This is an optimization exercise on Yosys and OpenROAD, whose aim is small area, not a production implementation. The RTL was checked by simulation tests, not by an equivalence proof against the original design. Power figures rest on the tool's default switching activity, not on a simulated workload.

<file path="design/flow/config.mk">
export PLATFORM = sky130hd
export DESIGN_NAME = RegisterFile
export DESIGN_NICKNAME = RegisterFile
export VERILOG_FILES = /design/flow/design.v
export SDC_FILE = /design/flow/constraint.sdc
export NUM_CORES = 4
export LEC_CHECK = 0
export CAP_MARGIN = 20
export CORE_MARGIN = 2
export CORE_UTILIZATION = 40
export SLEW_MARGIN = 20
</file>
<file path="design/flow/run.sh">
#!/bin/bash
# synth_recipe.tcl (not shown) runs the flow's synth.tcl, then flattens the netlist and writes it again
# the make line also repeats each setting of config.mk as NAME=value (left out here)
make -C /OpenROAD-flow-scripts/flow DESIGN_CONFIG=/design/flow/config.mk WORK_HOME=/design/flow/orfs CLKGATE_MAP_FILE= SYNTH_SCRIPT=/design/flow/synth_recipe.tcl finish
</file>
<file path="design/flow/design.v">
module RegisterFile(we, rst, clk, data_in, data_out, data_oe, addr, enable_reg);
       input [5:0] addr;
       input we, rst, clk;
       input  [31:0] data_in;
       output [31:0] data_out;
       output data_oe;
       wire [31:0] r0v,r1v,r2v,r3v,r4v,r5v,r6v,r7v,r8v,r9v,r10v,r11v,r12v,r13v,r14v,r15v,r16v,r17v,r18v,r19v,r20v,r21v,r22v,r23v,r24v,r25v,r26v,r27v,r28v,r29v,r30v,r31v,r32v;
       wire [63:0] rd_select;
     input enable_reg;
     wire [31:0] mux_out;
      decoder_6_to_64 dec (addr,rd_select);
       bit_reg r0 (.r(r0v), .data(data_in), .we(rd_select[0] & we), .rst(rst), .clk(clk));
      bit_reg r1 (.r(r1v), .data(data_in), .we(rd_select[1] & we), .rst(rst), .clk(clk));
      bit_reg r2 (.r(r2v), .data(data_in), .we(rd_select[2] & we), .rst(rst), .clk(clk));
      bit_reg r3 (.r(r3v), .data(data_in), .we(rd_select[3] & we), .rst(rst), .clk(clk));
      bit_reg r4 (.r(r4v), .data(data_in), .we(rd_select[4] & we), .rst(rst), .clk(clk));
      bit_reg r5 (.r(r5v), .data(data_in), .we(rd_select[5] & we), .rst(rst), .clk(clk));
      bit_reg r6 (.r(r6v), .data(data_in), .we(rd_select[6] & we), .rst(rst), .clk(clk));
      bit_reg r7 (.r(r7v), .data(data_in), .we(rd_select[7] & we), .rst(rst), .clk(clk));
      bit_reg r8 (.r(r8v), .data(data_in), .we(rd_select[8] & we), .rst(rst), .clk(clk));
      bit_reg r9 (.r(r9v), .data(data_in), .we(rd_select[9] & we), .rst(rst), .clk(clk));
      bit_reg r10 (.r(r10v), .data(data_in), .we(rd_select[10] & we), .rst(rst), .clk(clk));
      bit_reg r11 (.r(r11v), .data(data_in), .we(rd_select[11] & we), .rst(rst), .clk(clk));
      bit_reg r12 (.r(r12v), .data(data_in), .we(rd_select[12] & we), .rst(rst), .clk(clk));
      bit_reg r13 (.r(r13v), .data(data_in), .we(rd_select[13] & we), .rst(rst), .clk(clk));
      bit_reg r14 (.r(r14v), .data(data_in), .we(rd_select[14] & we), .rst(rst), .clk(clk));
      bit_reg r15 (.r(r15v), .data(data_in), .we(rd_select[15] & we), .rst(rst), .clk(clk));
      bit_reg r16 (.r(r16v), .data(data_in), .we(rd_select[16] & we), .rst(rst), .clk(clk));
      bit_reg r17 (.r(r17v), .data(data_in), .we(rd_select[17] & we), .rst(rst), .clk(clk));
      bit_reg r18 (.r(r18v), .data(data_in), .we(rd_select[18] & we), .rst(rst), .clk(clk));
      bit_reg r19 (.r(r19v), .data(data_in), .we(rd_select[19] & we), .rst(rst), .clk(clk));
      bit_reg r20 (.r(r20v), .data(data_in), .we(rd_select[20] & we), .rst(rst), .clk(clk));
      bit_reg r21 (.r(r21v), .data(data_in), .we(rd_select[21] & we), .rst(rst), .clk(clk));
      bit_reg r22 (.r(r22v), .data(data_in), .we(rd_select[22] & we), .rst(rst), .clk(clk));
      bit_reg r23 (.r(r23v), .data(data_in), .we(rd_select[23] & we), .rst(rst), .clk(clk));
      bit_reg r24 (.r(r24v), .data(data_in), .we(rd_select[24] & we), .rst(rst), .clk(clk));
      bit_reg r25 (.r(r25v), .data(data_in), .we(rd_select[25] & we), .rst(rst), .clk(clk));
      bit_reg r26 (.r(r26v), .data(data_in), .we(rd_select[26] & we), .rst(rst), .clk(clk));
      bit_reg r27 (.r(r27v), .data(data_in), .we(rd_select[27] & we), .rst(rst), .clk(clk));
      bit_reg r28 (.r(r28v), .data(data_in), .we(rd_select[28] & we), .rst(rst), .clk(clk));
      bit_reg r29 (.r(r29v), .data(data_in), .we(rd_select[29] & we), .rst(rst), .clk(clk));
      bit_reg r30 (.r(r30v), .data(data_in), .we(rd_select[30] & we), .rst(rst), .clk(clk));
      bit_reg r31 (.r(r31v), .data(data_in), .we(rd_select[31] & we), .rst(rst), .clk(clk));
      bit_reg r32 (.r(r32v), .data(data_in), .we(rd_select[32] & we), .rst(rst), .clk(clk));
      bit_mux64to1  mux1 (.select(addr), .in0(r0v), .in1(r1v), .in2(r2v), .in3(r3v), .in4(r4v), .in5(r5v), .in6(r6v), .in7(r7v), .in8(r8v), .in9(r9v), .in10(r10v), .in11(r11v), .in12(r12v), .in13(r13v), .in14(r14v), .in15(r15v), .in16(r16v), .in17(r17v), .in18(r18v), .in19(r19v), .in20(r20v), .in21(r21v), .in22(r22v), .in23(r23v), .in24(r24v), .in25(r25v), .in26(r26v), .in27(r27v), .in28(r28v), .in29(r29v), .in30(r30v),.in31(r31v),.in32(r32v),
        .in33(32'b0), .in34(32'b0), .in35(32'b0), .in36(32'b0), .in37(32'b0), .in38(32'b0), .in39(32'b0),
        .in40(32'b0), .in41(32'b0), .in42(32'b0), .in43(32'b0), .in44(32'b0), .in45(32'b0), .in46(32'b0), .in47(32'b0),
        .in48(32'b0), .in49(32'b0), .in50(32'b0), .in51(32'b0), .in52(32'b0), .in53(32'b0), .in54(32'b0), .in55(32'b0),
        .in56(32'b0), .in57(32'b0), .in58(32'b0), .in59(32'b0), .in60(32'b0), .in61(32'b0), .in62(32'b0), .in63(32'b0),
        .out(mux_out));
      assign data_out = mux_out;
      assign data_oe = ~we && enable_reg;
   endmodule
module decoder_6_to_64 (
    input [5:0] binary_in, 
    output reg [63:0] onehot_out
);
    integer i;
    always @(*) begin
        onehot_out = 64'b0;
        for (i = 0; i < 64; i = i + 1) begin
            onehot_out[i] = (i == binary_in);
        end
    end
endmodule
module bit_reg (
    input wire clk,        
    input wire rst,        
    input wire[31:0] data,       
    input wire we,         
    output reg [31:0]r           
);
    always @(posedge clk or posedge rst) begin
        if (rst) begin
            r <= 32'b0;   
        end else begin
            if (we) begin
                r <= data;   
            end
        end
    end
endmodule
module bit_mux64to1(
    input [5:0] select,
    input [31:0] in0, in1, in2, in3, in4, in5, in6, in7,
     in8, in9, in10, in11, in12, in13, in14, in15,
     in16, in17, in18, in19, in20, in21, in22, in23,
     in24, in25, in26, in27, in28, in29, in30, in31,
    in32, in33, in34, in35, in36, in37, in38, in39,
     in40, in41, in42, in43, in44, in45, in46, in47,
     in48, in49, in50, in51, in52, in53, in54, in55,
     in56, in57, in58, in59, in60, in61, in62, in63,
    output reg [31:0] out
);
    always @(*)
    begin
        case(select)
            6'b000000: out = in0;
            6'b000001: out = in1;
            6'b000010: out = in2;
            6'b000011: out = in3;
            6'b000100: out = in4;
            6'b000101: out = in5;
            6'b000110: out = in6;
            6'b000111: out = in7;
            6'b001000: out = in8;
            6'b001001: out = in9;
            6'b001010: out = in10;
            6'b001011: out = in11;
            6'b001100: out = in12;
            6'b001101: out = in13;
            6'b001110: out = in14;
            6'b001111: out = in15;
            6'b010000: out = in16;
            6'b010001: out = in17;
            6'b010010: out = in18;
            6'b010011: out = in19;
            6'b010100: out = in20;
            6'b010101: out = in21;
            6'b010110: out = in22;
            6'b010111: out = in23;
            6'b011000: out = in24;
            6'b011001: out = in25;
            6'b011010: out = in26;
            6'b011011: out = in27;
            6'b011100: out = in28;
            6'b011101: out = in29;
            6'b011110: out = in30;
            6'b011111: out = in31;
            6'b100000: out = in32;
            6'b100001: out = in33;
            6'b100010: out = in34;
            6'b100011: out = in35;
            6'b100100: out = in36;
            6'b100101: out = in37;
            6'b100110: out = in38;
            6'b100111: out = in39;
            6'b101000: out = in40;
            6'b101001: out = in41;
            6'b101010: out = in42;
            6'b101011: out = in43;
            6'b101100: out = in44;
            6'b101101: out = in45;
            6'b101110: out = in46;
            6'b101111: out = in47;
            6'b110000: out = in48;
            6'b110001: out = in49;
            6'b110010: out = in50;
            6'b110011: out = in51;
            6'b110100: out = in52;
            6'b110101: out = in53;
            6'b110110: out = in54;
            6'b110111: out = in55;
            6'b111000: out = in56;
            6'b111001: out = in57;
            6'b111010: out = in58;
            6'b111011: out = in59;
            6'b111100: out = in60;
            6'b111101: out = in61;
            6'b111110: out = in62;
            6'b111111: out = in63;
            default: out = 32'h00000000;  
        endcase
    end
endmodule
</file>
<file path="design/flow/constraint.sdc">
create_clock -name core_clock -period 8.0 [get_ports {clk}]
set_input_delay 1.6000 -clock core_clock [delete_from_list [all_inputs] [get_ports {clk}]]
set_output_delay 1.6000 -clock core_clock [all_outputs]
set_load 0.01 [all_outputs]
</file>
==> results.sh, run 1 <==
export IMPL_outcome="complete, no violations"
export IMPL_grt_overflow_total=0
export IMPL_finalWirelength_mm=158
export IMPL_synthToLayoutAreaGrowth_pct=14.3
export IMPL_vias=30800
export IMPL_final_nets=3440
export IMPL_async_reset_ff_frac=1.00
export IMPL_comb_power_share=0.090
export IMPL_fin_skew_ns=0
export IMPL_synth_area_mux_share=0.262
export IMPL_period_minus_slack_ns=7.35
export IMPL_synth_seq_cells=1056
export IMPL_worstReg2RegStart="r26.r[22]$_DFFE_PP0P_"
export IMPL_post_cts_repair_setup_buffers=0
export IMPL_drv_slew=0
export IMPL_synth_top_family_by_area="multiplexers"
export IMPL_fp_dieH_um=342
export IMPL_coreArea_mm2=0.114
export IMPL_yosys_area_share_simple=0.0441
export IMPL_regArea_mm2=0.0264
export IMPL_synth_compound_area_frac=0.0873
export IMPL_finalSetupViolations=0
export IMPL_netSwitchingPower_mw=3.08
export IMPL_netlist_area_mm2=0.0458
export IMPL_ys_types=45
export IMPL_design_area_mm2=0.0523
export IMPL_met2_usage=0.411
export IMPL_fillerInstances=10200
export IMPL_worstMarginPinSlew_ns=1.14
export IMPL_clock_sinks=1056
export IMPL_start_util=0.402
export IMPL_avgRoutedWirePerCell_um=31.7
export IMPL_cts_made_buffers=110
export IMPL_dieArea_mm2=0.117
export IMPL_grt_max_degree=176
export IMPL_post_place_ws_ns=0.715
export IMPL_clock_latency_ns=0.69
export IMPL_slowest_stage="nor2_4"
export IMPL_p_sw_frac=0.242
export IMPL_viasPerCell=6.17
export IMPL_hold_buffers=0
export IMPL_required_ns=6.40
export IMPL_hp_start="r20.r[13]$_DFFE_PP0P_"
export IMPL_rr_worst_depth=1
export IMPL_drc=0
export IMPL_top_level_ports=75
export IMPL_finalNonFillerCells=4997
export IMPL_hold_viol_final=0
export IMPL_cap_violations=0
export IMPL_path_clk_slew_ns=0.06
export IMPL_global_route_usage_total=0.270
export IMPL_cts_root_buf="clkbuf_16"
export IMPL_die_w_um=342
export IMPL_layout_commonest_cell="dfrtp_1"
export IMPL_yosys_warnings=3
export IMPL_synthAdderAreaFrac=0
export IMPL_ir_drop_mv=0.197
export IMPL_path_class="in -> out"
export IMPL_syn_nets=3419
export IMPL_cpPeakStageDelay_ns=0.98
export IMPL_grt_pass1_vias=30600
export IMPL_r2r_slack_ns=7.19
export IMPL_cts_tree="done"
export IMPL_crit_path_frequent_cell="clkdlybuf4s50_1"
export IMPL_multi_input_area_mm2=0.0183
export IMPL_startpoint_type="primary input"
export IMPL_synth_xor_area_share=0
export IMPL_grt_first_pass_wirelength_mm=228
export IMPL_powerDensity_mw_per_mm2=244
export IMPL_ys_seq_area_frac=0.577
export IMPL_antenna_found_initial=5
export IMPL_dp_cells=4795
export IMPL_critPathArrivalTime_ns=5.75
export IMPL_regToRegEndpoint="r26.r[22]$_DFFE_PP0P_"
export IMPL_placed_cell_area_mm2=0.0487
export IMPL_drive_gt1_frac=0.418
export IMPL_final_setup_tns_ns=0
export IMPL_h_tree_depth=3
export IMPL_syn_inst=3377
export IMPL_worstPathMaxFanout=22
export IMPL_syn_area_per_cell_um2=13.6
export IMPL_port_buffers=74
export IMPL_seqPwrFrac=0.502
export IMPL_power_leakage_nw=24.6
export IMPL_fin_crit_sh=0.919
export IMPL_clockBufferDepth=3
export IMPL_busiest_layer="met2"
export IMPL_rsz0062_at_grt="false"
export IMPL_worst_slack_ns=0.648
export IMPL_cts_repair_resized=0
export IMPL_synth_edf_count=0
export IMPL_met1_usage=0.391
export IMPL_ant_nets=0
export IMPL_drt_iter0_drc=3230
export IMPL_slew_headroom=0.236
export IMPL_num_rows=124
export IMPL_max_freq_mhz=136
export IMPL_end_kind="output pin"
export IMPL_crit_chain="clkdlybuf4s50_1 > or4b_1 > nor2_4 > buf_4 > a22oi_1 > nand2_1 > nor3_1 > a21oi_1 > clkdlybuf4s50_1"
export IMPL_hold_depth=1
export IMPL_intPower_mw=9.67
export IMPL_use_met3=0.0519
export IMPL_min_to="r20.r[13]$_DFFE_PP0P_"
export IMPL_firstDrtPassIters=5
export IMPL_synthFlopType="dfrtp_1"
export IMPL_hpwl_mm=94.5
export IMPL_layout_common_cells="dfrtp_1 (1056), mux2_2 (1048), a22oi_1 (479), nand2_1 (128), buf_4 (123)"
export IMPL_power_frac_clock=0.408
export IMPL_gp_congestion=0.840
export IMPL_hold_path_class="reg -> reg"
## worst max path at each step
stage | start | endpoint | cells after the start
final | addr[4] | data_out[29] | 9
after global routing | addr[4] | data_out[31] | 9
after CTS | addr[4] | data_out[29] | 9
after detailed placement | addr[4] | data_out[29] | 9
after global placement | addr[2] | data_out[11] | 10
after floorplan | rst | r0.r[0]$_DFFE_PP0P_ | 1
## final cells by class
cell class / instances / share of cell area
multi-input combinational: 2009 / 0.351
tap: 1512 / 0.0362
inverter: 1 / 0.000144
timing repair buffer: 220 / 0.0385
clock inverter: 22 / 0.00586
clock buffer: 174 / 0.0634
antenna: 3 / 0.000144
sequential: 1056 / 0.505
## cell usage after synthesis (all sizes together) (6+ instances only)
cell type	number	area share
nand3	11	0.0012
o32a	6	0.0013
nor3	37	0.0040
nand2b	28	0.0039
o211ai	9	0.0015
a21oi	25	0.0027
clkbuf	138	0.011
mux2	1060	0.26
dfrtp	1056	0.58
mux2i	6	0.0013
nand4	60	0.0082
a22oi	479	0.079
nor2	73	0.0066
nor4	14	0.0022
nand2	153	0.013
buf	173	0.017
## worst max-delay path, delay by kind of cell
kind                   cells  cell delay [ns]
buffers and inverters      3             1.72
AOI/OAI and AO/OA          2             0.37
and+or+nand+nor            4             2.05
## per-stage QoR
step | util | power (mW) | hold slack, ns
2_1_floorplan | - | 7.28 | 0.459
6_report | 0.459 | 12.7 | 0.490
4_1_cts | 0.459 | 12.8 | 0.490
3_5_place_dp | 0.428 | 7.64 | 0.476
3_3_place_gp | 0.427 | 7.59 | 0.470
5_1_grt | 0.459 | 13.2 | 0.506
## power by group through the flow
stage               sequential, mW  clock, mW  combinational (mW)
floorplan                     6.42          0               0.866
detailed placement            6.49          0                1.15
global placement              6.47          0                1.12
global route                  6.49       5.48                1.25
finish                        6.40       5.20                1.14
CTS                           6.40       5.27                1.16
## per-layer routing
metal / part of all wire / routed length (um) / vias to the layer above
met4: 0.032 / 5070 / 4
li1: - / - / 12500
met3: 0.082 / 13000 / 300
met5: 0.00013 / 21 / -
met2: 0.45 / 70900 / 1339
met1: 0.44 / 69500 / 16700
## kinds of logic after synthesis
family,count (synthesis)
flip-flops,1056
AND/OR/NAND/NOR,406
AO/OA/AOI/OAI,537
buffers and inverters,312
multiplexers,1066
==> run 2: changes to the inputs <==
==> design/flow/design.v (replaced) <==
module RegisterFile(we, rst, clk, data_in, data_out, data_oe, addr, enable_reg);
   input [5:0] addr;
   input we, rst, clk;
   input [31:0] data_in;
   output [31:0] data_out;
   output data_oe;
   input enable_reg;
   wire [32:0] dec;
   wire [32:0] wr;
   wire [32:0] sel;
   wire [31:0] rowq [0:32];
   reg  [32:0] valid;
   genvar i, j;
   generate
      for (i = 0; i < 33; i = i + 1) begin : g_row
         assign dec[i] = (addr == i);
         assign wr[i]  = we & dec[i];
         assign sel[i] = dec[i] & valid[i];
         rf_row row (.clk(clk), .w(wr[i]), .wn(~wr[i]), .d(data_in), .q(rowq[i]));
      end
      for (j = 0; j < 32; j = j + 1) begin : g_rd
         wire [32:0] col;
         for (i = 0; i < 33; i = i + 1) begin : g_col
            assign col[i] = rowq[i][j];
         end
         rf_rdbit rd (.sel(sel), .q(col), .o(data_out[j]));
      end
   endgenerate
   always @(posedge clk or posedge rst) begin
      if (rst) valid <= 33'b0;
      else     valid <= valid | wr;
   end
   assign data_oe = ~we & enable_reg;
endmodule
module rf_row (
   input  wire        clk,
   input  wire        w,
   input  wire        wn,
   input  wire [31:0] d,
   output reg  [31:0] q
);
   always @(posedge clk)
      q <= (d & {32{w}}) | (q & {32{wn}});
endmodule
module rf_rdbit (
   input  wire [32:0] sel,
   input  wire [32:0] q,
   output wire        o
);
   wire [10:0] gn;
   genvar k;
   generate
      for (k = 0; k < 11; k = k + 1) begin : g_grp
         rf_aoi3 g (.s(sel[3*k+2:3*k]), .q(q[3*k+2:3*k]), .on(gn[k]));
      end
   endgenerate
   assign o = ~&gn;
endmodule
module rf_aoi3 (
   input  wire [2:0] s,
   input  wire [2:0] q,
   output wire       on
);
   assign on = ~|(s & q);
endmodule
--- a/design/flow/config.mk
+++ b/design/flow/config.mk
@@ -9,3 +9,5 @@
 export CORE_MARGIN = 2
 export CORE_UTILIZATION = 40
 export SLEW_MARGIN = 20
+export SYNTH_HIERARCHICAL = 1
+export SYNTH_MINIMUM_KEEP_SIZE = 0
==> results.sh, run 2 <==
export IMPL_clock_sinks=1089
export IMPL_powerDensity_mw_per_mm2=292
export IMPL_placed_cell_area_mm2=0.0403
export IMPL_drc=0
export IMPL_cts_made_buffers=106
export IMPL_coreArea_mm2=0.0967
export IMPL_syn_inst=3012
export IMPL_netSwitchingPower_mw=3.04
export IMPL_required_ns=6.40
export IMPL_ys_seq_area_frac=0.562
export IMPL_h_tree_depth=3
export IMPL_cts_tree="done"
export IMPL_grt_first_pass_wirelength_mm=212
export IMPL_critPathArrivalTime_ns=6.12
export IMPL_finalNonFillerCells=4492
export IMPL_crit_chain="clkdlybuf4s50_1 > and4b_1 > and3_1 > a222oi_1 > nand4_1 > or3_1 > clkdlybuf4s50_1"
export IMPL_hold_buffers=0
export IMPL_clockBufferDepth=3
export IMPL_slowest_stage="clkdlybuf4s50_1"
export IMPL_synthFlopType="dfxtp_1"
export IMPL_intPower_mw=9.83
export IMPL_finalSetupViolations=0
export IMPL_start_util=0.404
export IMPL_post_place_ws_ns=0.454
export IMPL_viasPerCell=7.06
export IMPL_avgRoutedWirePerCell_um=32.4
export IMPL_gp_congestion=0.883
export IMPL_worst_slack_ns=0.276
export IMPL_power_leakage_nw=18.0
export IMPL_startpoint_type="primary input"
export IMPL_grt_overflow_total=0
export IMPL_crit_path_frequent_cell="clkdlybuf4s50_1"
export IMPL_drt_iter0_drc=6304
export IMPL_ir_drop_mv=0.176
export IMPL_dieArea_mm2=0.100
export IMPL_holdWs_ns=0.449
export IMPL_hold_path_class="reg -> reg"
export IMPL_hold_viol_final=0
export IMPL_synth_top_cell_by_area="dfxtp_1"
export IMPL_rsz0062_at_grt="false"
export IMPL_top_level_ports=75
export IMPL_p_sw_frac=0.236
export IMPL_cts_root_buf="clkbuf_16"
export IMPL_clock_latency_ns=0.70
export IMPL_period_minus_slack_ns=7.72
export IMPL_vias=31700
export IMPL_firstDrtPassIters=10
export IMPL_post_cts_repair_setup_buffers=0
export IMPL_final_nets=3167
export IMPL_synth_edf_count=0
export IMPL_cpPeakStageDelay_ns=0.80
export IMPL_path_clk_slew_ns=0.06
export IMPL_grt_max_degree=44
export IMPL_synth_most_common_cell="dfxtp_1"
export IMPL_layout_common_cells="dfxtp_1 (1056), a22o_1 (990), a222oi_1 (352), buf_4 (150), clkbuf_16 (106)"
export IMPL_fin_skew_ns=0
export IMPL_final_setup_tns_ns=0
export IMPL_dp_cells=4291
export IMPL_worstMarginPinSlew_ns=1.12
export IMPL_slew_headroom=0.253
export IMPL_synth_area_mux_share=0
export IMPL_largest_register="g_row.row.q"
export IMPL_reg_largest_list="g_row.row.q: 1056 flops, valid: 33 flops"
export IMPL_layout_commonest_cell="dfxtp_1"
export IMPL_port_buffers=74
export IMPL_syn_nets=3054
export IMPL_comb_power_share=0.074
export IMPL_netlist_area_mm2=0.0391
export IMPL_end_kind="output pin"
export IMPL_antenna_found_initial=17
export IMPL_die_w_um=317
export IMPL_synthToLayoutAreaGrowth_pct=12.7
export IMPL_synthTopCellsByArea="dfxtp_1 (54%), a22o_1 (22%), a222oi_1 (9.0%)"
export IMPL_drv_slew=0
export IMPL_netlist_area_leader_share=0.541
export IMPL_seqPwrFrac=0.515
export IMPL_cap_violations=0
export IMPL_hpwl_mm=84.2
export IMPL_finalWirelength_mm=146
export IMPL_synth_top_family_by_area="compound AO/OA/AOI/OAI gates"
export IMPL_largest_reg_flops=1056
export IMPL_ys_types=34
export IMPL_num_rows=114
export IMPL_fin_crit_sh=0.966
export IMPL_syn_area_per_cell_um2=13.0
export IMPL_power_mw=12.9
export IMPL_drive_gt1_frac=0.135
export IMPL_cts_repair_resized=0
export IMPL_async_reset_ff_frac=0.0303
export IMPL_ant_nets=0
export IMPL_path_class="in -> out"
export IMPL_worstPathMaxFanout=18
export IMPL_synth_compound_area_frac=0.336
export IMPL_yosys_warnings=8
export IMPL_power_frac_clock=0.411
export IMPL_grt_pass1_vias=31300
export IMPL_synthAdderAreaFrac=0
export IMPL_yosys_area_share_simple=0.0414
export IMPL_design_area_mm2=0.0440
export IMPL_synth_seq_cells=1089
export IMPL_global_route_usage_total=0.281
export IMPL_synth_xor_area_share=0
export IMPL_synthTopCellsByCount="dfxtp_1 (1056), a22o_1 (990), a222oi_1 (352)"
export IMPL_fin_util=0.455
export IMPL_outcome="complete, no violations"
export IMPL_fp_dieH_um=317
export IMPL_max_freq_mhz=129
run 2: cell count changes in the layout (fill, tap and decap cells not counted), sizes merged, moves of 28 or more:
cell	before	now
a222oi	3	352
a22o	5	1056
a22oi	479	0
and3	2	48
dfrtp	1056	33
dfxtp	0	1056
mux2	1060	0
nand2	153	16
nand2b	28	0
nand3	11	49
nor2	73	10
nor3	37	0
or3	2	32
run 2: routing by layer:
layer / vias up / GRT usage / routed length, um
li1: 13100 / - / -
met3: 348 / 0.0827 / 18400
met2: 2200 / 0.415 / 62200
met4: 14 / 0.119 / 6080
met5: - / 0 / 95
met1: 16100 / 0.381 / 58900
run 2: cell families after synthesis:
family | Yosys count
AND/OR/NAND/NOR | 257
AO/OA/AOI/OAI | 1441
flip-flops | 1089
buffers and inverters | 225
run 2: path summary, 6_finish.rpt:
kind,start,end,slack (ns),cells after the start
worst max-delay path,addr[1],data_out[25],0.28,7
worst min-delay path,valid[31]$_DFF_PP0_,valid[31]$_DFF_PP0_,0.45,1
worst max register to register,valid[21]$_DFF_PP0_,valid[21]$_DFF_PP0_,7.28,1
worst min register to register,valid[31]$_DFF_PP0_,valid[31]$_DFF_PP0_,0.45,1
max in group asynchronous,rst,valid[25]$_DFF_PP0_,6.30,3
min in group asynchronous,rst,valid[24]$_DFF_PP0_,1.32,3
run 2: power by group through the flow:
stage	Combinational (mW)	Clock (mW)	Sequential (mW)
final	0.955	5.29	6.63
after global routing	1.03	5.55	6.68
after CTS	0.949	5.33	6.60
after detailed placement	0.943	0	6.70
after global placement	0.895	0	6.66
after floorplan	0.654	0	6.58
run 2: worst max-delay path, delay by kind of cell:
family	cells	cell delay [ns]
buf+inv	2	1.34
compound gates	1	0.80
simple gates	4	2.34
run 2: layout make-up:
class	instances	area (um^2)
fillers	8660	52700
clock inverters	45	616
flip-flops and latches	1089	22000
repair buffers	229	1970
diodes	1	2.50
inverters	1	3.75
clock buffers	153	3090
multi-input cells	1698	14800
well taps	1276	1600
run 2: per-module statistics from Yosys (local to each module, per instance):
| module | cell area [um^2] | flip-flops and latches | cells inside | copies in the design |
|---|---|---|---|---|
| RegisterFile | 2090 | 33 | 222 | 1 |
| rf_rdbit | 23.8 | 0 | 4 | 32 |
| rf_row | 991 | 32 | 70 | 33 |
| rf_aoi3 | 10.0 | 0 | 1 | 352 |
==> run 3: changes to the inputs <==
--- a/design/flow/config.mk
+++ b/design/flow/config.mk
@@ -7,7 +7,8 @@
 export LEC_CHECK = 0
 export CAP_MARGIN = 20
 export CORE_MARGIN = 2
-export CORE_UTILIZATION = 40
+export CORE_UTILIZATION = 65
+export CTS_BUF_LIST = sky130_fd_sc_hd__clkbuf_4 sky130_fd_sc_hd__clkbuf_8
 export SLEW_MARGIN = 20
 export SYNTH_HIERARCHICAL = 1
 export SYNTH_MINIMUM_KEEP_SIZE = 0
==> results.sh, run 3 <==
export IMPL_clock_sinks=1089
export IMPL_p_sw_frac=0.240
export IMPL_hold_buffers=0
export IMPL_power_frac_clock=0.394
export IMPL_crit_buf_inv=3
export IMPL_ys_types=34
export IMPL_fin_skew_ns=0
export IMPL_ir_drop_mv=0.221
export IMPL_powerDensity_mw_per_mm2=289
export IMPL_hpwl_mm=78.4
export IMPL_grt_pass1_vias=31900
export IMPL_port_buffers=74
export IMPL_syn_area_per_cell_um2=13.0
export IMPL_drc=0
export IMPL_ys_seq_area_frac=0.562
export IMPL_synth_edf_count=0
export IMPL_synthToLayoutAreaGrowth_pct=10.7
export IMPL_final_nets=3214
export IMPL_finalSetupViolations=0
export IMPL_drt_iter0_drc=6755
export IMPL_layout_commonest_cell="dfxtp_1"
export IMPL_final_setup_tns_ns=0
export IMPL_holdWs_ns=0.446
export IMPL_drive_gt1_frac=0.167
export IMPL_grt_first_pass_wirelength_mm=204
export IMPL_grt_overflow_total=0
export IMPL_critPathArrivalTime_ns=5.87
export IMPL_cts_tree="done"
export IMPL_cpPeakStageDelay_ns=0.76
export IMPL_netSwitchingPower_mw=3.00
export IMPL_fin_util=0.730
export IMPL_yosys_warnings=8
export IMPL_max_freq_mhz=134
export IMPL_grt_max_degree=44
export IMPL_syn_nets=3054
export IMPL_hold_depth=1
export IMPL_worstMarginPinSlew_ns=1.15
export IMPL_slowest_stage="a222oi_1"
export IMPL_h_tree_depth=4
export IMPL_clock_latency_ns=0.83
export IMPL_hold_viol_final=0
export IMPL_viasPerCell=8.03
export IMPL_cap_violations=0
export IMPL_num_rows=89
export IMPL_fillerInstances=4050
export IMPL_power_leakage_nw=18.1
export IMPL_crit_path_frequent_cell="clkdlybuf4s50_1"
export IMPL_synth_most_common_cell="dfxtp_1"
export IMPL_comb_power_share=0.075
export IMPL_netlist_area_mm2=0.0391
export IMPL_avgRoutedWirePerCell_um=34.0
export IMPL_period_minus_slack_ns=7.47
export IMPL_startpoint_type="primary input"
export IMPL_clockBufferDepth=3
export IMPL_async_reset_ff_frac=0.0303
export IMPL_reg_largest_list="g_row.row.q: 1056 flops, valid: 33 flops"
export IMPL_start_util=0.660
export IMPL_ant_nets=0
export IMPL_synth_seq_cells=1089
export IMPL_vias=32700
export IMPL_top_level_ports=75
export IMPL_dieArea_mm2=0.0621
export IMPL_rr_worst_depth=1
export IMPL_placed_cell_area_mm2=0.0396
export IMPL_end_kind="output pin"
export IMPL_largest_register="g_row.row.q"
export IMPL_post_cts_repair_setup_buffers=0
export IMPL_required_ns=6.40
export IMPL_cp_depth=8
export IMPL_syn_inst=3012
export IMPL_synthTopCellsByArea="dfxtp_1 (54%), a22o_1 (22%), a222oi_1 (9.0%)"
export IMPL_multi_input_area_mm2=0.0148
export IMPL_global_route_usage_total=0.431
export IMPL_hp_start="valid[31]$_DFF_PP0_"
export IMPL_die_w_um=249
export IMPL_path_clk_slew_ns=0.05
export IMPL_regArea_mm2=0.0220
export IMPL_min_to="valid[31]$_DFF_PP0_"
export IMPL_synthTopCellsByCount="dfxtp_1 (1056), a22o_1 (990), a222oi_1 (352)"
export IMPL_gp_congestion=0.894
export IMPL_synth_top_cell_by_area="dfxtp_1"
export IMPL_slew_headroom=0.232
export IMPL_coreArea_mm2=0.0592
export IMPL_intPower_mw=9.49
export IMPL_critPathTopFamily="simple AND/OR/NAND/NOR gates"
export IMPL_path_class="in -> out"
export IMPL_worstReg2RegStart="valid[5]$_DFF_PP0_"
export IMPL_regToRegEndpoint="valid[5]$_DFF_PP0_"
export IMPL_crit_chain="clkdlybuf4s50_1 > and2_1 > and3_1 > buf_4 > a222oi_1 > nand4_1 > or3_1 > clkdlybuf4s50_1"
export IMPL_largest_reg_flops=1056
export IMPL_design_area_mm2=0.0433
export IMPL_synthFlopType="dfxtp_1"
export IMPL_seqPwrFrac=0.531
export IMPL_rsz0062_at_grt="false"
export IMPL_cts_repair_resized=0
export IMPL_finalNonFillerCells=4076
export IMPL_cts_root_buf="clkbuf_8"
export IMPL_dp_cells=3776
export IMPL_antenna_found_initial=5
export IMPL_firstDrtPassIters=10
export IMPL_r2r_slack_ns=7.28
export IMPL_layout_common_cells="dfxtp_1 (1056), a22o_1 (990), a222oi_1 (352), clkbuf_8 (218), buf_4 (138)"
export IMPL_cts_made_buffers=165
export IMPL_outcome="complete, no violations"
export IMPL_netlist_area_leader_share=0.541
export IMPL_finalWirelength_mm=139
export IMPL_fin_crit_sh=0.934
export IMPL_drv_slew=0
export IMPL_hold_path_class="reg -> reg"
export IMPL_worstPathMaxFanout=16
export IMPL_fp_dieH_um=249
## run 3: cell counts after synthesis
No cell type changed its count.
## run 3: Yosys stat by module, one instance, submodules excluded
module	times used	flip-flops and latches
RegisterFile	1	33
rf_row	33	32
rf_rdbit	32	0
rf_aoi3	352	0
## run 3: worst max path at each step
stage / start / endpoint / slack [ns]
after floorplan: addr[1] / data_out[0] / 2.87
after global placement: addr[3] / data_out[19] / 0.87
after detailed placement: addr[3] / data_out[19] / 0.82
after CTS: addr[3] / data_out[19] / 0.79
after global routing: addr[3] / data_out[19] / 0.61
final: addr[3] / data_out[19] / 0.53
## run 3: final cells by class
cell class	count	area share
sequential	1089	0.508
multi-input combinational	1698	0.343
clock buffer	278	0.0798
timing repair buffer	217	0.0438
tap	773	0.0224
clock inverter	18	0.00341
antenna	2	0.000116
inverter	1	0.0000868
## run 3: through the flow
stage,setup WS [ns],power [mW]
2_1_floorplan,2.87,7.24
3_3_place_gp,0.868,7.54
3_5_place_dp,0.820,7.62
4_1_cts,0.787,12.4
5_1_grt,0.612,12.9
6_report,0.530,12.5
## run 3: layer usage
layer | GRT usage | wire length (um)
met1 | 0.572 | 50900
met2 | 0.618 | 58800
met3 | 0.141 | 20900
met4 | 0.246 | 7810
met5 | 0.00849 | 113
## run 3: cell families after synthesis
group | after synthesis | synth area share
AOI/OAI and AO/OA | 1441 | 0.336
buffers and inverters | 225 | 0.0606
DFF | 1089 | 0.562
and+or+nand+nor | 257 | 0.0414
## run 3: power by group through the flow
stage	clock network, mW	registers [mW]	logic (mW)
after floorplan	0	6.58	0.654
after detailed placement	0	6.70	0.919
final	4.92	6.64	0.937
after CTS	4.91	6.61	0.925
after global placement	0	6.67	0.868
after global routing	5.16	6.69	1.01
==> run 4: changes to the inputs <==
--- a/design/flow/config.mk
+++ b/design/flow/config.mk
@@ -9,6 +9,8 @@
 export CORE_MARGIN = 2
 export CORE_UTILIZATION = 65
 export CTS_BUF_LIST = sky130_fd_sc_hd__clkbuf_4 sky130_fd_sc_hd__clkbuf_8
+export CTS_CLUSTER_DIAMETER = 60
+export CTS_CLUSTER_SIZE = 15
 export SLEW_MARGIN = 20
 export SYNTH_HIERARCHICAL = 1
 export SYNTH_MINIMUM_KEEP_SIZE = 0
==> results.sh, run 4 <==
export IMPL_drv_slew=0
export IMPL_grt_max_degree=44
export IMPL_post_place_ws_ns=0.820
export IMPL_path_clk_slew_ns=0.10
export IMPL_synth_xor_area_share=0
export IMPL_top_level_ports=75
export IMPL_reg_largest_list="g_row.row.q: 1056 flops, valid: 33 flops"
export IMPL_synthTopCellsByArea="dfxtp_1 (54%), a22o_1 (22%), a222oi_1 (9.0%)"
export IMPL_synthFlopType="dfxtp_1"
export IMPL_synth_top_cell_by_area="dfxtp_1"
export IMPL_start_util=0.660
export IMPL_synth_most_common_cell="dfxtp_1"
export IMPL_max_freq_mhz=136
export IMPL_cap_violations=0
export IMPL_grt_pass1_vias=31000
export IMPL_startpoint_type="primary input"
export IMPL_ant_nets=0
export IMPL_cts_tree="done"
export IMPL_layout_commonest_cell="dfxtp_1"
export IMPL_worst_slack_ns=0.659
export IMPL_ys_seq_area_frac=0.562
export IMPL_layout_common_cells="dfxtp_1 (1056), a22o_1 (990), a222oi_1 (352), buf_4 (138), clkbuf_8 (87)"
export IMPL_ys_types=34
export IMPL_synthAdderAreaFrac=0
export IMPL_syn_area_per_cell_um2=13.0
export IMPL_hpwl_mm=78.4
export IMPL_antenna_found_initial=6
export IMPL_worstMarginPinSlew_ns=1.18
export IMPL_synth_top_family_by_area="compound AO/OA/AOI/OAI gates"
export IMPL_cts_repair_resized=0
export IMPL_cts_root_buf="clkbuf_8"
export IMPL_netlist_area_mm2=0.0391
export IMPL_post_cts_repair_setup_buffers=0
export IMPL_finalWirelength_mm=137
export IMPL_synth_edf_count=0
export IMPL_synth_seq_cells=1089
export IMPL_path_class="in -> out"
export IMPL_fin_skew_ns=0
export IMPL_grt_overflow_total=0
export IMPL_synth_compound_area_frac=0.336
export IMPL_ir_drop_mv=0.195
export IMPL_critPathArrivalTime_ns=5.74
export IMPL_yosys_area_share_simple=0.0414
export IMPL_final_nets=3131
export IMPL_synthToLayoutAreaGrowth_pct=4.79
export IMPL_netlist_area_leader_share=0.541
export IMPL_vias=32200
export IMPL_dieArea_mm2=0.0621
export IMPL_largest_register="g_row.row.q"
export IMPL_slew_headroom=0.212
export IMPL_finalSetupViolations=0
export IMPL_global_route_usage_total=0.423
export IMPL_clockBufferDepth=3
export IMPL_syn_nets=3054
export IMPL_viasPerCell=8.30
export IMPL_worstPathMaxFanout=17
export IMPL_syn_inst=3012
export IMPL_async_reset_ff_frac=0.0303
export IMPL_drt_iter0_drc=6987
export IMPL_required_ns=6.40
export IMPL_fp_dieH_um=249
export IMPL_fin_crit_sh=0.918
export IMPL_drive_gt1_frac=0.113
export IMPL_synth_area_mux_share=0
export IMPL_port_buffers=74
export IMPL_hold_buffers=0
export IMPL_coreArea_mm2=0.0592
export IMPL_drc=0
export IMPL_hold_path_class="reg -> reg"
export IMPL_num_rows=89
export IMPL_power_leakage_nw=16.8
export IMPL_period_minus_slack_ns=7.34
export IMPL_grt_first_pass_wirelength_mm=201
export IMPL_fillerInstances=4322
export IMPL_avgRoutedWirePerCell_um=35.3
export IMPL_end_kind="output pin"
export IMPL_firstDrtPassIters=13
export IMPL_rsz0062_at_grt="false"
export IMPL_h_tree_depth=3
export IMPL_clock_latency_ns=0.73
export IMPL_final_setup_tns_ns=0
export IMPL_cts_made_buffers=82
export IMPL_largest_reg_flops=1056
export IMPL_hold_viol_final=0
export IMPL_gp_congestion=0.894
export IMPL_outcome="complete, no violations"
export IMPL_die_w_um=249
export IMPL_synthTopCellsByCount="dfxtp_1 (1056), a22o_1 (990), a222oi_1 (352)"
export IMPL_powerDensity_mw_per_mm2=252
export IMPL_yosys_warnings=8
export IMPL_clock_sinks=1089
run 4: changes by cell type in the layout (fill, tap and decap cells not counted), sizes merged:
cell / before / now
clkbuf: 278 / 93
inv: 4 / 2
clkinv: 10 / 0
clkinvlp: 4 / 0
diode: 2 / 4
run 4: worst paths after layout:
path | start | to | slack, ns | cells after the start
setup reg to reg | valid[5]$_DFF_PP0_ | valid[5]$_DFF_PP0_ | 7.27 | 1
min in group asynchronous | rst | valid[4]$_DFF_PP0_ | 1.27 | 3
hold / removal | valid[0]$_DFF_PP0_ | valid[0]$_DFF_PP0_ | 0.46 | 1
max in group asynchronous | rst | valid[0]$_DFF_PP0_ | 6.36 | 3
setup / recovery | addr[3] | data_out[19] | 0.66 | 8
hold reg to reg | valid[0]$_DFF_PP0_ | valid[0]$_DFF_PP0_ | 0.46 | 1
run 4: cell type report:
type	instances	area, um^2	area share
diodes	4	10.0	0.000244
clock buffers	93	1240	0.0303
clock inverters	2	38.8	0.000947
inverters	1	3.75	0.0000917
multi-input cells	1698	14800	0.362
flip-flops and latches	1089	22000	0.536
well taps	773	967	0.0236
repair buffers	217	1890	0.0463
run 4: cells by family after synthesis:
family | after synthesis
compound gates | 1441
flops | 1089
simple gates | 257
buf+inv | 225
run 4: worst max-delay path, cell delays in order:
cell and delay [ns]:
clkdlybuf4s50_1 0.90, and2b_1 0.43, and3_1 0.52, buf_4 0.36, a222oi_1 0.50, nand4_1 0.35
or3_1 0.53, clkdlybuf4s50_1 0.52
run 4: per-layer routing:
metal  wire (um)  GRT usage
met5         109    0.00927
met4        7370      0.218
met3       19600      0.128
met2       59000      0.620
met1       50700      0.566
run 4: Yosys stat by module (local to each module, per instance):
module	cells	cell area (um^2)	copies in the design	flops+latches
RegisterFile	222	2090	1	33
rf_row	70	991	33	32
rf_rdbit	4	23.8	32	0
rf_aoi3	1	10.0	352	0
run 4: power breakdown:
group	leakage [nW]	total [mW]	switching [mW]	internal (mW)
Clock	0.672	2.77	1.73	1.04
Combinational	7.03	0.936	0.386	0.550
Sequential	9.12	6.63	0.442	6.18
run 4: metrics by stage:
stage	hold WS (ns)	std cells	total power, mW	cell area [um^2]	utilization
2_1_floorplan	0.420	3012	7.24	39100	-
3_3_place_gp	0.429	3773	7.54	39500	0.667
3_5_place_dp	0.436	3776	7.62	39600	0.668
4_1_cts	0.459	3871	10.3	40900	0.690
5_1_grt	0.470	3874	10.6	40900	0.691
6_report	0.459	3877	10.3	40900	0.691
==> run 5: changes to the inputs <==
==> design/flow/flow/run.sh (new file) <==
#!/bin/bash
# The standard ORFS layout (the standard.sh, standard synthesis included), with one
# change: the buffers placed on the input and output ports are sky130_fd_sc_hd__buf_1
# instead of the cell buffer_ports picks by default (a delay buffer, clkdlybuf4s50_1).
set -euo pipefail
export BUFFER_PORTS_ARGS="-buffer_cell sky130_fd_sc_hd__buf_1"
bash standard.sh > standard_flow.log 2>&1
==> design/flow/standard.sh (new file) <==
#!/bin/bash
# synth_recipe.tcl (not shown) runs the flow's synth.tcl, then flattens the netlist and writes it again
# the make line also repeats each setting of config.mk as NAME=value (left out here)
make -C /OpenROAD-flow-scripts/flow DESIGN_CONFIG=/design/flow/config.mk WORK_HOME=/design/flow/orfs CLKGATE_MAP_FILE= SYNTH_SCRIPT=/design/flow/synth_recipe.tcl "${@:-finish}"
removed: design/flow/run.sh
==> results.sh, run 5 <==
export IMPL_layout_common_cells="dfxtp_1 (1056), a22o_1 (990), a222oi_1 (352), buf_4 (95), clkbuf_8 (86)"
export IMPL_min_to="valid[23]$_DFF_PP0_"
export IMPL_slowest_stage="and3_1"
export IMPL_path_class="in -> out"
export IMPL_drc=0
export IMPL_top_level_ports=75
export IMPL_synth_edf_count=0
export IMPL_critPathArrivalTime_ns=5.19
export IMPL_final_nets=3084
export IMPL_viasPerCell=8.21
export IMPL_p_sw_frac=0.248
export IMPL_synth_seq_cells=1089
export IMPL_synthTopCellsByCount="dfxtp_1 (1056), a22o_1 (990), a222oi_1 (352)"
export IMPL_holdWs_ns=0.457
export IMPL_die_w_um=249
export IMPL_outcome="complete, no violations"
export IMPL_fin_crit_sh=0.849
export IMPL_comb_power_share=0.087
export IMPL_hold_depth=1
export IMPL_ys_types=34
export IMPL_slew_headroom=0.193
export IMPL_gp_congestion=0.949
export IMPL_dp_cells=3730
export IMPL_dieArea_mm2=0.0621
export IMPL_seqPwrFrac=0.648
export IMPL_post_cts_repair_setup_buffers=0
export IMPL_power_leakage_nw=16.5
export IMPL_synth_compound_area_frac=0.336
export IMPL_async_reset_ff_frac=0.0303
export IMPL_synth_top_family_by_area="compound AO/OA/AOI/OAI gates"
export IMPL_max_freq_mhz=147
export IMPL_fin_skew_ns=0
export IMPL_port_buffers=74
export IMPL_worstReg2RegStart="valid[29]$_DFF_PP0_"
export IMPL_grt_max_degree=34
export IMPL_multi_input_area_mm2=0.0148
export IMPL_h_tree_depth=3
export IMPL_yosys_area_share_simple=0.0414
export IMPL_layout_commonest_cell="dfxtp_1"
export IMPL_grt_pass1_vias=30400
export IMPL_ir_drop_mv=0.189
export IMPL_end_kind="output pin"
export IMPL_period_minus_slack_ns=6.79
export IMPL_clock_latency_ns=0.72
export IMPL_netlist_area_mm2=0.0391
export IMPL_finalWirelength_mm=130
export IMPL_synth_top_cell_by_area="dfxtp_1"
export IMPL_worst_slack_ns=1.21
export IMPL_fin_util=0.676
export IMPL_clock_sinks=1089
export IMPL_syn_inst=3012
export IMPL_required_ns=6.40
export IMPL_antenna_found_initial=2
export IMPL_hold_buffers=0
export IMPL_post_place_ws_ns=1.39
export IMPL_rsz0062_at_grt="false"
export IMPL_powerDensity_mw_per_mm2=256
export IMPL_fillerInstances=4407
export IMPL_synthTopCellsByArea="dfxtp_1 (54%), a22o_1 (22%), a222oi_1 (9.0%)"
export IMPL_coreArea_mm2=0.0592
export IMPL_reg_largest_list="g_row.row.q: 1056 flops, valid: 33 flops"
export IMPL_drv_slew=0
export IMPL_netSwitchingPower_mw=2.55
export IMPL_crit_path_frequent_cell="buf_1"
export IMPL_crit_chain="buf_1 > nor4bb_4 > and3_1 > buf_4 > a222oi_1 > nand4_1 > or3_1 > buf_1"
export IMPL_finalSetupViolations=0
export IMPL_cts_repair_resized=0
export IMPL_synthFlopType="dfxtp_1"
export IMPL_num_rows=89
export IMPL_worstPathMaxFanout=20
export IMPL_r2r_slack_ns=7.27
export IMPL_synth_xor_area_share=0
export IMPL_finalNonFillerCells=3830
export IMPL_fp_dieH_um=249
export IMPL_cts_tree="done"
export IMPL_drt_iter0_drc=6191
export IMPL_power_frac_clock=0.265
export IMPL_firstDrtPassIters=13
export IMPL_hpwl_mm=77.2
export IMPL_syn_area_per_cell_um2=13.0
export IMPL_grt_first_pass_wirelength_mm=195
export IMPL_vias=31500
export IMPL_ant_nets=0
export IMPL_regToRegEndpoint="valid[29]$_DFF_PP0_"
export IMPL_clockBufferDepth=3
export IMPL_cts_root_buf="clkbuf_8"
export IMPL_start_util=0.660
export IMPL_synthAdderAreaFrac=0
export IMPL_synthToLayoutAreaGrowth_pct=2.54
export IMPL_drive_gt1_frac=0.110
export IMPL_rr_worst_depth=1
export IMPL_cp_startpoint="addr[0]"
export IMPL_ys_seq_area_frac=0.562
export IMPL_avgRoutedWirePerCell_um=34.1
export IMPL_cts_made_buffers=82
export IMPL_regArea_mm2=0.0220
export IMPL_grt_overflow_total=0
export IMPL_hold_path_class="reg -> reg"
export IMPL_netlist_area_leader_share=0.541
export IMPL_hold_viol_final=0
export IMPL_hp_start="valid[23]$_DFF_PP0_"
export IMPL_synth_most_common_cell="dfxtp_1"
export IMPL_final_setup_tns_ns=0
export IMPL_global_route_usage_total=0.404
export IMPL_intPower_mw=7.71
export IMPL_syn_nets=3054
export IMPL_cpPeakStageDelay_ns=1.04
export IMPL_largest_reg_flops=1056
export IMPL_largest_register="g_row.row.q"
export IMPL_cap_violations=0
export IMPL_synth_area_mux_share=0
export IMPL_yosys_warnings=8
export IMPL_path_clk_slew_ns=0.08
export IMPL_startpoint_type="primary input"
export IMPL_worstMarginPinSlew_ns=1.21
==> run 5: cell types whose count changed in the layout (fill, tap and decap cells not counted), sizes merged <==
cell	change
buf	-3
bufinv	-1
inv	-1
clkbuf	+30
clkinv	+3
diode	-2
clkdlybuf4s50	-73
==> run 5: Yosys stat by module (local to each module, per instance) <==
| module | copies in the design | flip-flops and latches | cell area [um^2] |
|---|---|---|---|
| rf_rdbit | 32 | 0 | 23.8 |
| rf_row | 33 | 32 | 991 |
| rf_aoi3 | 352 | 0 | 10.0 |
| RegisterFile | 1 | 33 | 2090 |
==> run 5: how the worst max path moves through the flow <==
stage,to,slack (ns),depth (start not counted)
after floorplan,data_out[0],2.87,7
after global placement,data_out[16],1.40,8
after detailed placement,data_out[11],1.39,8
after CTS,data_out[11],1.39,8
after global routing,data_out[11],1.19,8
final,data_out[11],1.21,8
==> run 5: final cells by class <==
type / count / area share
multi-input cells: 1698 / 0.370
clock inverters: 3 / 0.000468
clock buffers: 94 / 0.0310
repair buffers: 170 / 0.0261
diodes: 2 / 0.000125
flip-flops and latches: 1089 / 0.548
well taps: 773 / 0.0241
inverters: 1 / 0.0000937
==> run 5: metal layers <==
metal,GRT usage,routed length [um]
met1,0.549,49700
met2,0.610,57600
met3,0.0764,15300
met4,0.223,7740
met5,0,0
==> run 5: cell families after synthesis <==
family | after synthesis
flops | 1089
compound gates | 1441
buf+inv | 225
simple gates | 257
==> run 5: worst max-delay path: cells and delay by family <==
kind	cells	cell delay [ns]
AND/OR/NAND/NOR	4	2.20
buffers and inverters	3	1.20
AO/OA/AOI/OAI	1	0.17
==> run 5: power groups by stage <==
stage	sequential [mW]	clock (mW)	combinational, mW
after floorplan	6.58	0	0.654
after global placement	6.69	0	0.832
after detailed placement	6.72	0	0.879
after CTS	6.61	2.74	0.883
after global routing	6.70	2.94	0.967
final	6.64	2.72	0.891
==> run 5: through the flow <==
step           total power, mW  area, um^2
6_report                  10.3       40100
5_1_grt                   10.6       40100
4_1_cts                   10.2       40000
3_5_place_dp              7.60       38800
3_3_place_gp              7.53       38800
2_1_floorplan             7.24       39100
==> run 6: changes to the inputs <==
--- a/design/flow/design.v
+++ b/design/flow/design.v
@@ -9,6 +9,9 @@
    wire [32:0] wr;
    wire [32:0] sel;
    wire [31:0] rowq [0:32];
+   wire [32:0] rowr;
+   wire [31:0] rdq;
+   wire        rdr;
    reg  [32:0] valid;
    genvar i, j;
    generate
@@ -16,16 +19,18 @@
          assign dec[i] = (addr == i);
          assign wr[i]  = we & dec[i];
          assign sel[i] = dec[i] & valid[i];
-         rf_row row (.clk(clk), .w(wr[i]), .wn(~wr[i]), .d(data_in), .q(rowq[i]));
+         rf_row row (.clk(clk), .w(wr[i]), .wn(~wr[i]), .d(data_in), .q(rowq[i]), .r(rowr[i]));
       end
       for (j = 0; j < 32; j = j + 1) begin : g_rd
          wire [32:0] col;
          for (i = 0; i < 33; i = i + 1) begin : g_col
             assign col[i] = rowq[i][j];
          end
-         rf_rdbit rd (.sel(sel), .q(col), .o(data_out[j]));
+         rf_rdbit rd (.sel(sel), .q(col), .o(rdq[j]));
       end
    endgenerate
+   rf_rdbit rd_ref (.sel(sel), .q(rowr), .o(rdr));
+   assign data_out = rdq ^ {32{rdr}};
    always @(posedge clk or posedge rst) begin
       if (rst) valid <= 33'b0;
       else     valid <= valid | wr;
@@ -37,10 +42,27 @@
    input  wire        w,
    input  wire        wn,
    input  wire [31:0] d,
-   output reg  [31:0] q
+   output wire [31:0] q,
+   output reg         r
+);
+   genvar b;
+   generate
+      for (b = 0; b < 32; b = b + 1) begin : g_bit
+         rf_bit u (.clk(clk), .w(w), .wn(wn), .d(d[b]), .q(q[b]));
+      end
+   endgenerate
+   always @(posedge clk)
+      r <= ~(r & wn);
+endmodule
+module rf_bit (
+   input  wire clk,
+   input  wire w,
+   input  wire wn,
+   input  wire d,
+   output reg  q
 );
    always @(posedge clk)
-      q <= (d & {32{w}}) | (q & {32{wn}});
+      q <= ~((q | w) & (d | wn));
 endmodule
 module rf_rdbit (
    input  wire [32:0] sel,
==> results.sh, run 6 <==
export IMPL_outcome="complete, no violations"
export IMPL_cap_violations=0
export IMPL_drt_iter0_drc=5727
export IMPL_viasPerCell=8.21
export IMPL_antenna_found_initial=15
export IMPL_ant_nets=0
export IMPL_grt_overflow_total=0
export IMPL_fin_crit_sh=0.893
export IMPL_placed_cell_area_mm2=0.0373
export IMPL_regArea_mm2=0.0226
export IMPL_layout_commonest_cell="dfxtp_1"
export IMPL_synth_most_common_cell="dfxtp_1"
export IMPL_rsz0062_at_grt="false"
export IMPL_die_w_um=237
export IMPL_hpwl_mm=70.9
export IMPL_reg_largest_list="g_row.row.g_bit.u.q: 1056 flops, g_row.row.r: 33 flops, valid: 33 flops"
export IMPL_synth_top_family_by_area="compound AO/OA/AOI/OAI gates"
export IMPL_startpoint_type="primary input"
export IMPL_synth_xor_area_share=0.00793
export IMPL_syn_area_per_cell_um2=12.1
export IMPL_crit_chain="buf_1 > and2b_1 > and3_1 > buf_4 > a222oi_1 > nand4_1 > or3_2 > buf_4 > xor2_1 > buf_1"
export IMPL_dieArea_mm2=0.0562
export IMPL_start_util=0.657
export IMPL_cpPeakStageDelay_ns=0.95
export IMPL_syn_inst=2931
export IMPL_power_leakage_nw=14.4
export IMPL_synthTopCellsByCount="dfxtp_1 (1089), o22ai_1 (1056), a222oi_1 (363)"
export IMPL_cts_tree="done"
export IMPL_required_ns=6.40
export IMPL_synthTopCellsByArea="dfxtp_1 (62%), o22ai_1 (19%), a222oi_1 (10%)"
export IMPL_rr_worst_depth=1
export IMPL_top_level_ports=75
export IMPL_critPathTopFamily="simple AND/OR/NAND/NOR gates"
export IMPL_synth_top_cell_by_area="dfxtp_1"
export IMPL_power_frac_clock=0.254
export IMPL_power_mw=10.8
export IMPL_intPower_mw=8.10
export IMPL_synth_edf_count=0
export IMPL_largest_reg_flops=1056
export IMPL_crit_buf_inv=4
export IMPL_drv_slew=0
export IMPL_slew_headroom=0.198
export IMPL_worstPathMaxFanout=33
export IMPL_coreArea_mm2=0.0538
export IMPL_gp_congestion=0.914
export IMPL_comb_power_share=0.089
export IMPL_fin_util=0.717
export IMPL_path_class="in -> out"
export IMPL_powerDensity_mw_per_mm2=280
export IMPL_yosys_area_share_simple=0.0499
export IMPL_finalWirelength_mm=126
export IMPL_slowest_stage="or3_2"
export IMPL_netlist_area_leader_share=0.617
export IMPL_cts_root_buf="clkbuf_8"
export IMPL_hold_viol_final=0
export IMPL_drc=0
export IMPL_finalSetupViolations=0
export IMPL_hold_depth=1
export IMPL_port_buffers=74
export IMPL_hold_path_class="reg -> reg"
export IMPL_clockBufferDepth=3
export IMPL_synthAdderAreaFrac=0
export IMPL_regToRegEndpoint="valid[17]$_DFF_PP0_"
export IMPL_grt_max_degree=44
export IMPL_final_nets=3225
export IMPL_hold_buffers=0
export IMPL_synth_compound_area_frac=0.297
export IMPL_worstMarginPinSlew_ns=1.20
export IMPL_ir_drop_mv=0.201
export IMPL_p_sw_frac=0.251
export IMPL_h_tree_depth=3
export IMPL_synthFlopType="dfxtp_1"
export IMPL_worstReg2RegStart="valid[17]$_DFF_PP0_"
export IMPL_vias=32000
export IMPL_end_kind="output pin"
export IMPL_seqPwrFrac=0.658
export IMPL_avgRoutedWirePerCell_um=32.4
export IMPL_max_freq_mhz=140
export IMPL_global_route_usage_total=0.436
export IMPL_largest_register="g_row.row.g_bit.u.q"
export IMPL_netlist_area_mm2=0.0353
export IMPL_synth_area_mux_share=0
export IMPL_critPathArrivalTime_ns=5.54
export IMPL_r2r_slack_ns=7.27
export IMPL_syn_nets=2973
export IMPL_design_area_mm2=0.0386
export IMPL_layout_common_cells="dfxtp_1 (1089), o22ai_1 (1056), a222oi_1 (363), buf_4 (122), clkbuf_8 (88)"
export IMPL_firstDrtPassIters=10
export IMPL_period_minus_slack_ns=7.14
export IMPL_fp_dieH_um=237
export IMPL_path_clk_slew_ns=0.10
export IMPL_clock_latency_ns=0.71
export IMPL_yosys_warnings=9
export IMPL_cts_repair_resized=0
export IMPL_num_rows=85
export IMPL_cts_made_buffers=84
export IMPL_clock_sinks=1122
export IMPL_netSwitchingPower_mw=2.72
export IMPL_fin_skew_ns=0
export IMPL_final_setup_tns_ns=0
export IMPL_synth_seq_cells=1122
export IMPL_holdWs_ns=0.405
export IMPL_fillerInstances=3887
export IMPL_grt_first_pass_wirelength_mm=187
export IMPL_post_cts_repair_setup_buffers=0
export IMPL_drive_gt1_frac=0.0840
export IMPL_grt_pass1_vias=30700
export IMPL_ys_seq_area_frac=0.640
export IMPL_ys_types=33
export IMPL_min_to="g_row[26].row.r$_DFF_P_"
export IMPL_multi_input_area_mm2=0.0126
export IMPL_async_reset_ff_frac=0.0294
export IMPL_synthToLayoutAreaGrowth_pct=9.23
export IMPL_hp_start="g_row[26].row.r$_DFF_P_"
==> run 6: area by class of cell <==
| class | count | area share |
|---|---|---|
| Sequential cell | 1122 | 0.586 |
| Inverter | 1 | 0.0000973 |
| Multi-Input combinational cell | 1778 | 0.327 |
| Clock buffer | 94 | 0.0325 |
| Tap cell | 696 | 0.0226 |
| Clock inverter | 1 | 0.000195 |
| Antenna cell | 5 | 0.000324 |
| Timing Repair Buffer | 196 | 0.0313 |
==> run 6: how the worst max path moves through the flow <==
stage,cells past startpoint,slack (ns),end,start
floorplan,10,2.31,data_out[10],addr[1]
global placement,10,1.12,data_out[15],addr[3]
detailed placement,10,1.01,data_out[15],addr[3]
CTS,10,1.01,data_out[15],addr[3]
global route,10,0.76,data_out[15],addr[3]
finish,10,0.86,data_out[15],addr[3]
==> run 6: cell families after synthesis <==
kind of cell,after synthesis
flops,1122
buf+inv,31
xor+xnor,32
simple gates,294
compound gates,1452
==> run 6: routing by layer <==
metal  track usage  share of wire
met3         0.123           0.14
met1         0.565           0.36
met4         0.264          0.065
met2         0.652           0.43
met5             0        0.00049
==> run 6: power groups by stage <==
stage	Sequential, mW	Combinational [mW]	Clock (mW)
after global placement	7.15	0.870	0
after CTS	7.09	0.936	2.74
after global routing	7.21	1.03	2.94
after detailed placement	7.21	0.940	0
final	7.11	0.957	2.74
after floorplan	7.07	0.663	0
==> run 6: metrics by stage <==
step	setup WS, ns	cells
detailed placement	1.01	3793
finish	0.857	3893
global placement	1.12	3793
CTS	1.01	3888
floorplan	2.31	2931
global route	0.765	3889
==> run 6: Yosys stat by module, one instance, submodules excluded <==
module,times used,cell area [um^2],cells inside,flip-flops and latches
rf_aoi3,363,10.0,1,0
rf_bit,1056,26.3,2,1
rf_row,33,23.8,2,1
rf_rdbit,33,23.8,4,0
RegisterFile,1,2390,258,33
==> run 7: changes to the inputs <==
--- a/design/flow/config.mk
+++ b/design/flow/config.mk
@@ -5,12 +5,12 @@
 export SDC_FILE = /design/flow/constraint.sdc
 export NUM_CORES = 4
 export LEC_CHECK = 0
-export CAP_MARGIN = 20
+export CAP_MARGIN = 0
 export CORE_MARGIN = 2
 export CORE_UTILIZATION = 65
 export CTS_BUF_LIST = sky130_fd_sc_hd__clkbuf_4 sky130_fd_sc_hd__clkbuf_8
 export CTS_CLUSTER_DIAMETER = 60
 export CTS_CLUSTER_SIZE = 15
-export SLEW_MARGIN = 20
+export SLEW_MARGIN = 0
 export SYNTH_HIERARCHICAL = 1
 export SYNTH_MINIMUM_KEEP_SIZE = 0
==> results.sh, run 7 <==
export IMPL_post_cts_repair_setup_buffers=0
export IMPL_ant_nets=0
export IMPL_antenna_found_initial=15
export IMPL_ys_seq_area_frac=0.640
export IMPL_top_level_ports=75
export IMPL_grt_pass1_vias=30700
export IMPL_largest_register="g_row.row.g_bit.u.q"
export IMPL_cts_tree="done"
export IMPL_fin_crit_sh=0.893
export IMPL_use_met3=0.123
export IMPL_max_freq_mhz=140
export IMPL_drt_iter0_drc=5727
export IMPL_final_setup_tns_ns=0
export IMPL_busiest_layer="met2"
export IMPL_synthFlopType="dfxtp_1"
export IMPL_cap_violations=0
export IMPL_grt_first_pass_wirelength_mm=187
export IMPL_clock_sinks=1122
export IMPL_vias=32000
export IMPL_power_leakage_nw=14.4
export IMPL_startpoint_type="primary input"
export IMPL_holdWs_ns=0.405
export IMPL_reg_largest_list="g_row.row.g_bit.u.q: 1056 flops, g_row.row.r: 33 flops, valid: 33 flops"
export IMPL_drive_gt1_frac=0.0840
export IMPL_dp_cells=3793
export IMPL_netlist_area_leader_share=0.617
export IMPL_cts_root_buf="clkbuf_8"
export IMPL_slew_headroom=0.198
export IMPL_critPathArrivalTime_ns=5.54
export IMPL_synth_most_common_cell="dfxtp_1"
export IMPL_drv_slew=0
export IMPL_finalWirelength_mm=126
export IMPL_synth_top_cell_by_area="dfxtp_1"
export IMPL_avgRoutedWirePerCell_um=32.4
export IMPL_drc=0
export IMPL_port_buffers=74
export IMPL_yosys_warnings=9
export IMPL_layout_commonest_cell="dfxtp_1"
export IMPL_synth_edf_count=0
export IMPL_start_util=0.657
export IMPL_die_w_um=237
export IMPL_largest_reg_flops=1056
export IMPL_dieArea_mm2=0.0562
export IMPL_cts_made_buffers=84
export IMPL_end_kind="output pin"
export IMPL_fin_skew_ns=0
export IMPL_synth_seq_cells=1122
export IMPL_global_route_usage_total=0.436
export IMPL_clockBufferDepth=3
export IMPL_worstPathMaxFanout=33
export IMPL_coreArea_mm2=0.0538
export IMPL_grt_overflow_total=0
export IMPL_netlist_area_mm2=0.0353
export IMPL_h_tree_depth=3
export IMPL_path_class="in -> out"
export IMPL_rsz0062_at_grt="false"
export IMPL_path_clk_slew_ns=0.10
export IMPL_clock_latency_ns=0.71
export IMPL_worstMarginPinSlew_ns=1.20
export IMPL_grt_max_degree=44
export IMPL_fp_dieH_um=237
export IMPL_syn_area_per_cell_um2=12.1
export IMPL_synthToLayoutAreaGrowth_pct=9.23
export IMPL_synthTopCellsByCount="dfxtp_1 (1089), o22ai_1 (1056), a222oi_1 (363)"
export IMPL_syn_nets=2973
export IMPL_powerDensity_mw_per_mm2=280
export IMPL_firstDrtPassIters=10
export IMPL_met1_usage=0.565
export IMPL_required_ns=6.40
export IMPL_fin_util=0.717
export IMPL_ir_drop_mv=0.201
export IMPL_hold_viol_final=0
export IMPL_layout_common_cells="dfxtp_1 (1089), o22ai_1 (1056), a222oi_1 (363), buf_4 (122), clkbuf_8 (88)"
export IMPL_outcome="complete, no violations"
export IMPL_syn_inst=2931
export IMPL_hold_buffers=0
export IMPL_cts_repair_resized=0
export IMPL_viasPerCell=8.21
export IMPL_period_minus_slack_ns=7.14
export IMPL_met2_usage=0.652
export IMPL_gp_congestion=0.914
export IMPL_finalNonFillerCells=3893
export IMPL_async_reset_ff_frac=0.0294
export IMPL_num_rows=85
export IMPL_hpwl_mm=70.9
export IMPL_hold_path_class="reg -> reg"
export IMPL_synthTopCellsByArea="dfxtp_1 (62%), o22ai_1 (19%), a222oi_1 (10%)"
export IMPL_final_nets=3225
export IMPL_ys_types=33
export IMPL_power_mw=10.8
export IMPL_finalSetupViolations=0
## run 7: cell counts in the layout (fill, tap and decap cells not counted)
No cell type changed its count.
## run 7: per-module statistics from Yosys, one instance, submodules excluded
| module | flops+latches | cells inside | area (um^2) |
|---|---|---|---|
| RegisterFile | 33 | 258 | 2390 |
| rf_row | 1 | 2 | 23.8 |
| rf_bit | 1 | 2 | 26.3 |
| rf_rdbit | 0 | 4 | 23.8 |
| rf_aoi3 | 0 | 1 | 10.0 |
## run 7: area by class of cell
| cell class | instances | area, um^2 |
|---|---|---|
| Sequential cell | 1122 | 22600 |
| Fill cell | 3887 | 15200 |
| Multi-Input combinational cell | 1778 | 12600 |
| Inverter | 1 | 3.75 |
| Tap cell | 696 | 871 |
| Clock buffer | 94 | 1260 |
| Antenna cell | 5 | 12.5 |
| Clock inverter | 1 | 7.51 |
| Timing Repair Buffer | 196 | 1210 |
## run 7: stage by stage
step	setup slack (ns)	instance area [um^2]
global placement	1.12	37300
finish	0.857	38600
global route	0.765	38600
detailed placement	1.01	37300
floorplan	2.31	35300
CTS	1.01	38600
## run 7: worst max-delay path: stages
cell	delay [ns]
buf_1	0.57
and2b_1	0.45
and3_1	0.25
buf_4	0.29
a222oi_1	0.42
nand4_1	0.20
or3_2	0.95
buf_4	0.42
xor2_1	0.20
buf_1	0.17
## run 7: report_power, final
part           internal [mW]  leakage (nW)  switching [mW]  total (mW)
sequential              6.58          9.95           0.529        7.11
combinational          0.494          3.75           0.463       0.957
clock                   1.02         0.660            1.72        2.74
## run 7: kinds of logic (layout without fill, tap and decap cells)
| logic type | after synthesis | count (layout) | synth area share |
|---|---|---|---|
| simple gates | 294 | 294 | 0.0499 |
| buf+inv | 31 | 292 | 0.00446 |
| xor+xnor | 32 | 32 | 0.00793 |
| compound gates | 1452 | 1452 | 0.297 |
| other cells | 0 | 5 | 0 |
| flops | 1122 | 1122 | 0.640 |
## run 7: path summary, 6_finish.rpt
path	slack (ns)	cells after the start	startpoint	to
worst max-delay path	0.86	10	addr[3]	data_out[15]
worst min-delay path	0.41	1	g_row[26].row.r$_DFF_P_	g_row[26].row.r$_DFF_P_
worst max register to register	7.27	1	valid[17]$_DFF_PP0_	valid[17]$_DFF_PP0_
worst min register to register	0.41	1	g_row[26].row.r$_DFF_P_	g_row[26].row.r$_DFF_P_
max in group asynchronous	6.68	3	rst	valid[11]$_DFF_PP0_
min in group asynchronous	0.98	3	rst	valid[17]$_DFF_PP0_
## run 7: per-layer routing
layer	up-vias	share of wire
met5	-	0.00049
met3	495	0.14
met4	10	0.065
met1	15600	0.36
met2	2532	0.43
li1	13300	-

static timing again, ports no longer ideal:
Ports are ideal in the flow. The routed layouts listed here were re-timed in OpenROAD.
Step 1, drivers: a clkbuf_16 drives clk and a buf_2 each remaining input, both assumed.
Step 2 also shifts input and output timing later by t, the mid clock arrival at the registers, as if the neighbouring blocks saw the same clock.
a / b / c = ideal / step 1 / step 2; a / b = the first two.
| run | shift t [ns] | slack for setup (ns) | clock arrival spread, ns | worst slew at a driven data input, ns |
|---|---|---|---|---|
| run 1 | 0.774 | 0.648 / 0.554 / 0.554 | 0.027 / 0.027 | 0.15 |
| run 2 | 0.762 | 0.276 / 0.194 / 0.194 | 0.049 / 0.049 | 0.11 |
| run 3 | 0.879 | 0.530 / 0.506 / 0.506 | 0.049 / 0.049 | 0.04 |
| run 4 | 0.794 | 0.659 / 0.633 / 0.633 | 0.038 / 0.038 | 0.04 |
| run 5 | 0.778 | 1.206 / 1.177 / 1.177 | 0.031 / 0.031 | 0.04 |
| run 6 | 0.772 | 0.857 / 0.787 / 0.787 | 0.033 / 0.034 | 0.08 |
| run 7 | 0.772 | 0.857 / 0.787 / 0.787 | 0.033 / 0.034 | 0.08 |
After both steps every run listed still meets setup and hold. The setup slack of run 1, which loses most, moves by -0.094 ns with the drivers and by -0.094 ns with both steps.
